Background: an optimization exercise with open tools, aiming at small area, a short achievable clock period and few clock cycles. Do not read the settings as production practice. RTL that was checked went through simulation tests only; none was proved equivalent to the original. Power and IR drop assume default switching activity.

==> flow/design.v <==
module pcounter(
    input            clk,
    input            clr,
    input            cp,
    output reg [3:0] pc
    );
    always @(posedge clk)
        if (clr)
            pc <= 4'd1;
        else
            pc <= pc + 4'd1;
endmodule
module ram(
    input            clk,
    input            we,
    input      [3:0] wa,
    input      [7:0] wd,
    input      [3:0] ia,
    output     [7:0] id,
    input      [3:0] oa,
    output     [7:0] od,
    output     [7:0] d0
    );
    reg [7:0] mem [0:15];
    always @(posedge clk)
        if (we)
            mem[wa] <= wd;
    assign id = mem[ia];
    assign od = mem[oa];
    assign d0 = mem[0];
endmodule
module controller(
    input  [3:0] op,
    output       lda,
    output       add,
    output       sub,
    output       out,
    output       hlt
    );
    assign lda = (op == 4'h0);
    assign add = (op == 4'h1);
    assign sub = (op == 4'h2);
    assign out = (op == 4'he);
    assign hlt = (op == 4'hf);
endmodule
module sap1(
    input        clk,
    input        clr,
    input        prog_we,
    input  [3:0] prog_addr,
    input  [7:0] prog_data,
    output [7:0] OUT,
    output       out_valid,
    output       halted,
    output [7:0] ACC
    );
    reg  [7:0] f_ir;      
    reg        e_valid;   
    reg        e_lda, e_add, e_sub, e_out, e_hlt;
    reg  [7:0] opnd;      
    reg  [7:0] a_reg;
    reg        hlt_r;
    reg        ov_r;
    wire [3:0] pc;
    wire [7:0] inst_data;
    wire [7:0] opnd_data;
    wire [7:0] mem0;
    wire       lda, add, sub, out, hlt;
    ram ram (
        .clk(clk),
        .we(prog_we),
        .wa(prog_addr),
        .wd(prog_data),
        .ia(pc),
        .id(inst_data),
        .oa(f_ir[3:0]),
        .od(opnd_data),
        .d0(mem0)
    );
    controller controller (
        .op(f_ir[7:4]),
        .lda(lda),
        .add(add),
        .sub(sub),
        .out(out),
        .hlt(hlt)
    );
    wire run = !hlt_r;
    pcounter program_counter (
        .clk(clk),
        .clr(clr),
        .cp(run),
        .pc(pc)
    );
    wire wr0 = prog_we && (prog_addr == 4'd0);
    always @(posedge clk)
        if (clr)
            f_ir <= wr0 ? prog_data : mem0;
        else
            f_ir <= inst_data;
    always @(posedge clk)
        e_valid <= !clr;
    always @(posedge clk)
        begin
            e_lda <= lda;
            e_add <= add;
            e_sub <= sub;
            e_out <= out;
            e_hlt <= hlt;
            opnd  <= opnd_data;
        end
    wire [7:0] b_in  = e_sub ? ~opnd : opnd;
    wire [7:0] a_sum = e_lda ? opnd : a_reg + b_in + {7'd0, e_sub};
    always @(posedge clk)
        if (clr)
            a_reg <= 8'd0;
        else if (run && e_valid && (e_lda || e_add || e_sub))
            a_reg <= a_sum;
    wire e_outv = e_valid && e_out;
    wire hlt_next = (e_valid && e_hlt) || (hlt && !e_outv);
    always @(posedge clk)
        if (clr)
            hlt_r <= 1'b0;
        else if (run && hlt_next)
            hlt_r <= 1'b1;
    always @(posedge clk)
        if (clr)
            ov_r <= 1'b0;
        else
            ov_r <= run && e_outv;
    assign OUT = a_reg;
    assign ACC = a_reg;
    assign out_valid = ov_r;
    assign halted = hlt_r;
endmodule
Settings: LEC_CHECK=0, CAP_MARGIN=20, CORE_MARGIN=2, CORE_UTILIZATION=60, CTS_BUF_LIST=sky130_fd_sc_hd__clkbuf_8, CTS_CLUSTER_SIZE=40, SETUP_SLACK_MARGIN=2.0, SLEW_MARGIN=20; clock period 4.0 ns.
run.sh (not shown) runs the stock make flow with config.mk's settings and CLKGATE_MAP_FILE= SYNTH_SCRIPT=/design/flow/synth_recipe.tcl, a recipe that flattens the netlist after the stock synthesis.
Then changed:
--- a/flow/design.v
+++ b/flow/design.v
@@ -88,18 +88,21 @@
     wire run = !hlt_r;
     pcounter program_counter (
         .clk(clk),
-        .clr(clr),
+        .clr(load0),
         .cp(run),
         .pc(pc)
     );
-    wire wr0 = prog_we && (prog_addr == 4'd0);
+    reg stale0;
     always @(posedge clk)
-        if (clr)
-            f_ir <= wr0 ? prog_data : mem0;
+        stale0 <= clr && prog_we && (prog_addr == 4'd0);
+    wire load0 = clr || stale0;
+    always @(posedge clk)
+        if (load0)
+            f_ir <= mem0;
         else
             f_ir <= inst_data;
     always @(posedge clk)
-        e_valid <= !clr;
+        e_valid <= !load0;
     always @(posedge clk)
         begin
             e_lda <= lda;
@@ -107,17 +110,16 @@
             e_sub <= sub;
             e_out <= out;
             e_hlt <= hlt;
-            opnd  <= opnd_data;
+            opnd  <= sub ? ~opnd_data : opnd_data;
         end
-    wire [7:0] b_in  = e_sub ? ~opnd : opnd;
-    wire [7:0] a_sum = e_lda ? opnd : a_reg + b_in + {7'd0, e_sub};
+    wire [7:0] a_sum = e_lda ? opnd : a_reg + opnd + {7'd0, e_sub};
     always @(posedge clk)
         if (clr)
             a_reg <= 8'd0;
         else if (run && e_valid && (e_lda || e_add || e_sub))
             a_reg <= a_sum;
     wire e_outv = e_valid && e_out;
-    wire hlt_next = (e_valid && e_hlt) || (hlt && !e_outv);
+    wire hlt_next = (e_valid && e_hlt) || (hlt && !e_outv && !stale0);
     always @(posedge clk)
         if (clr)
             hlt_r <= 1'b0;
Effect: The changed run went through all stages and came out clean. Clock-buffer cell count climbs by 1. Flip-flop and latch count climbs by 1. Combinational power climbs by about a fifth. First-iteration DRC count barely changes. Hold slack improves by 9.7 ps. Total power climbs by a little under a tenth. Die area climbs by a few percent. Area after synthesis climbs by a few percent. Critical path depth drops by 4.
Testbench counts after the change, summed over its fixed seeds: cycles 7,923.
For the first run of this note, only the layout was checked, not whether the RTL still works.

---

Starts from the design.v that is shown in full above.
Settings: LEC_CHECK=0, CAP_MARGIN=20, CORE_MARGIN=2, CORE_UTILIZATION=40, SETUP_SLACK_MARGIN=2.0, SLEW_MARGIN=20; clock period 4.0 ns.
Then changed:
--- a/flow/design.v
+++ b/flow/design.v
@@ -1,13 +1,13 @@
 module pcounter(
     input            clk,
     input            clr,
-    input            cp,
+    input            ok,      
     output reg [3:0] pc
     );
     always @(posedge clk)
         if (clr)
-            pc <= 4'd1;
+            pc <= ok ? 4'd2 : 4'd1;
         else
             pc <= pc + 4'd1;
 endmodule
 module ram(
@@ -54,81 +54,91 @@
     output       halted,
     output [7:0] ACC
     );
     reg  [7:0] f_ir;      
-    reg        e_valid;   
     reg        e_lda, e_add, e_sub, e_out, e_hlt;
     reg  [7:0] opnd;      
     reg  [7:0] a_reg;
     reg        hlt_r;
     reg        ov_r;
+    reg        clr_q;     
+    reg        pf_ok;     
+    reg        pf_sel;    
     wire [3:0] pc;
     wire [7:0] inst_data;
     wire [7:0] opnd_data;
     wire [7:0] mem0;
     wire       lda, add, sub, out, hlt;
+    wire [7:0] e_src = pf_sel ? mem0 : f_ir;
     ram ram (
         .clk(clk),
         .we(prog_we),
         .wa(prog_addr),
         .wd(prog_data),
         .ia(pc),
         .id(inst_data),
-        .oa(f_ir[3:0]),
+        .oa(e_src[3:0]),
         .od(opnd_data),
         .d0(mem0)
     );
     controller controller (
-        .op(f_ir[7:4]),
+        .op(e_src[7:4]),
         .lda(lda),
         .add(add),
         .sub(sub),
         .out(out),
         .hlt(hlt)
     );
     wire run = !hlt_r;
+    wire conflict = prog_we && ((prog_addr[3:1] == 3'd0) || (prog_addr == mem0[3:0]));
+    wire ok_clr = clr_q && (pf_sel || pf_ok) && !conflict;
     pcounter program_counter (
         .clk(clk),
         .clr(clr),
-        .cp(run),
+        .ok(ok_clr),
         .pc(pc)
     );
-    wire wr0 = prog_we && (prog_addr == 4'd0);
     always @(posedge clk)
-        if (clr)
-            f_ir <= wr0 ? prog_data : mem0;
-        else
-            f_ir <= inst_data;
-    always @(posedge clk)
-        e_valid <= !clr;
-    always @(posedge clk)
-        begin
+        if (!clr || pf_sel) begin
+            f_ir  <= inst_data;
             e_lda <= lda;
             e_add <= add;
             e_sub <= sub;
             e_out <= out;
             e_hlt <= hlt;
             opnd  <= opnd_data;
         end
+    always @(posedge clk) begin
+        clr_q <= clr;
+        if (clr) begin
+            pf_ok  <= ok_clr;
+            pf_sel <= !ok_clr;
+        end else begin
+            pf_ok  <= 1'b1;
+            pf_sel <= 1'b0;
+        end
+    end
+    wire [7:0] a_in  = e_lda ? 8'd0 : a_reg;
     wire [7:0] b_in  = e_sub ? ~opnd : opnd;
-    wire [7:0] a_sum = e_lda ? opnd : a_reg + b_in + {7'd0, e_sub};
+    wire [7:0] a_sum = a_in + b_in + {7'd0, e_sub};
+    wire exec = run && pf_ok;
     always @(posedge clk)
         if (clr)
             a_reg <= 8'd0;
-        else if (run && e_valid && (e_lda || e_add || e_sub))
+        else if (exec && (e_lda || e_add || e_sub))
             a_reg <= a_sum;
-    wire e_outv = e_valid && e_out;
-    wire hlt_next = (e_valid && e_hlt) || (hlt && !e_outv);
+    wire f_hlt = (f_ir[7:4] == 4'hf);
+    wire hlt_next = e_hlt || (f_hlt && !e_out);
     always @(posedge clk)
         if (clr)
             hlt_r <= 1'b0;
-        else if (run && hlt_next)
+        else if (exec && hlt_next)
             hlt_r <= 1'b1;
     always @(posedge clk)
         if (clr)
             ov_r <= 1'b0;
         else
-            ov_r <= run && e_outv;
+            ov_r <= exec && e_out;
     assign OUT = a_reg;
     assign ACC = a_reg;
     assign out_valid = ov_r;
     assign halted = hlt_r;
The new run went through all stages and came out clean.
Non-clock buffer count grows by 36.
Synthesized cell count goes up by about a fifth.
Synthesized area climbs by a few percent.
Power increases by about a fifth.
Count of clock-buffer cells in the layout came out lower by 2.
Cell area climbs by roughly a tenth.
Final cell count came out higher by about a fifth.
Fmax fell by a few percent.
Hold slack loses 12 ps.
Die area climbs by a few percent.
First-iteration DRC count went up by a quarter to a third.
Worst setup slack gets worse by 50 ps.
Wire length rose by roughly a tenth.
Function was not checked in any run of this note: the RTL went through the layout flow alone.

==> static timing again, ports no longer ideal <==
Ports are ideal in the flow. The routed layouts listed here were re-timed in OpenROAD. Step 1: set_driving_cell puts a clkbuf_16 on clk and a buf_2 on each other input, an assumption about the parent block. Step 2 times the ports against the registers' clock, not the clock port: input delays grow and output delays shrink by t, the midpoint of the rising clock arrivals with the driver on. Slacks: ideal / step 1 / step 2; pairs: ideal / step 1.
run	shift t [ns]	setup WS [ns]	worst setup path at the end	clock arrival spread, ns	slew at the worst register clock pin (ns)
the first run of note 1	0.487	1.769 / 1.768 / 1.281	input to register	0.010 / 0.010	0.09 / 0.09
the second run of note 1	0.485	1.871 / 1.883 / 1.397	input to register	0.009 / 0.009	0.08 / 0.08
the first run of note 2	0.461	1.829 / 1.833 / 1.376	input to register	0.010 / 0.010	0.07 / 0.07
the second run of note 2	0.464	1.779 / 1.779 / 1.644	input to register	0.015 / 0.016	0.07 / 0.07
After both steps every run listed still meets setup and hold. For the first run of note 1, which loses most, drivers alone change the setup slack by -0.001 ns; drivers and shift together by -0.488 ns.
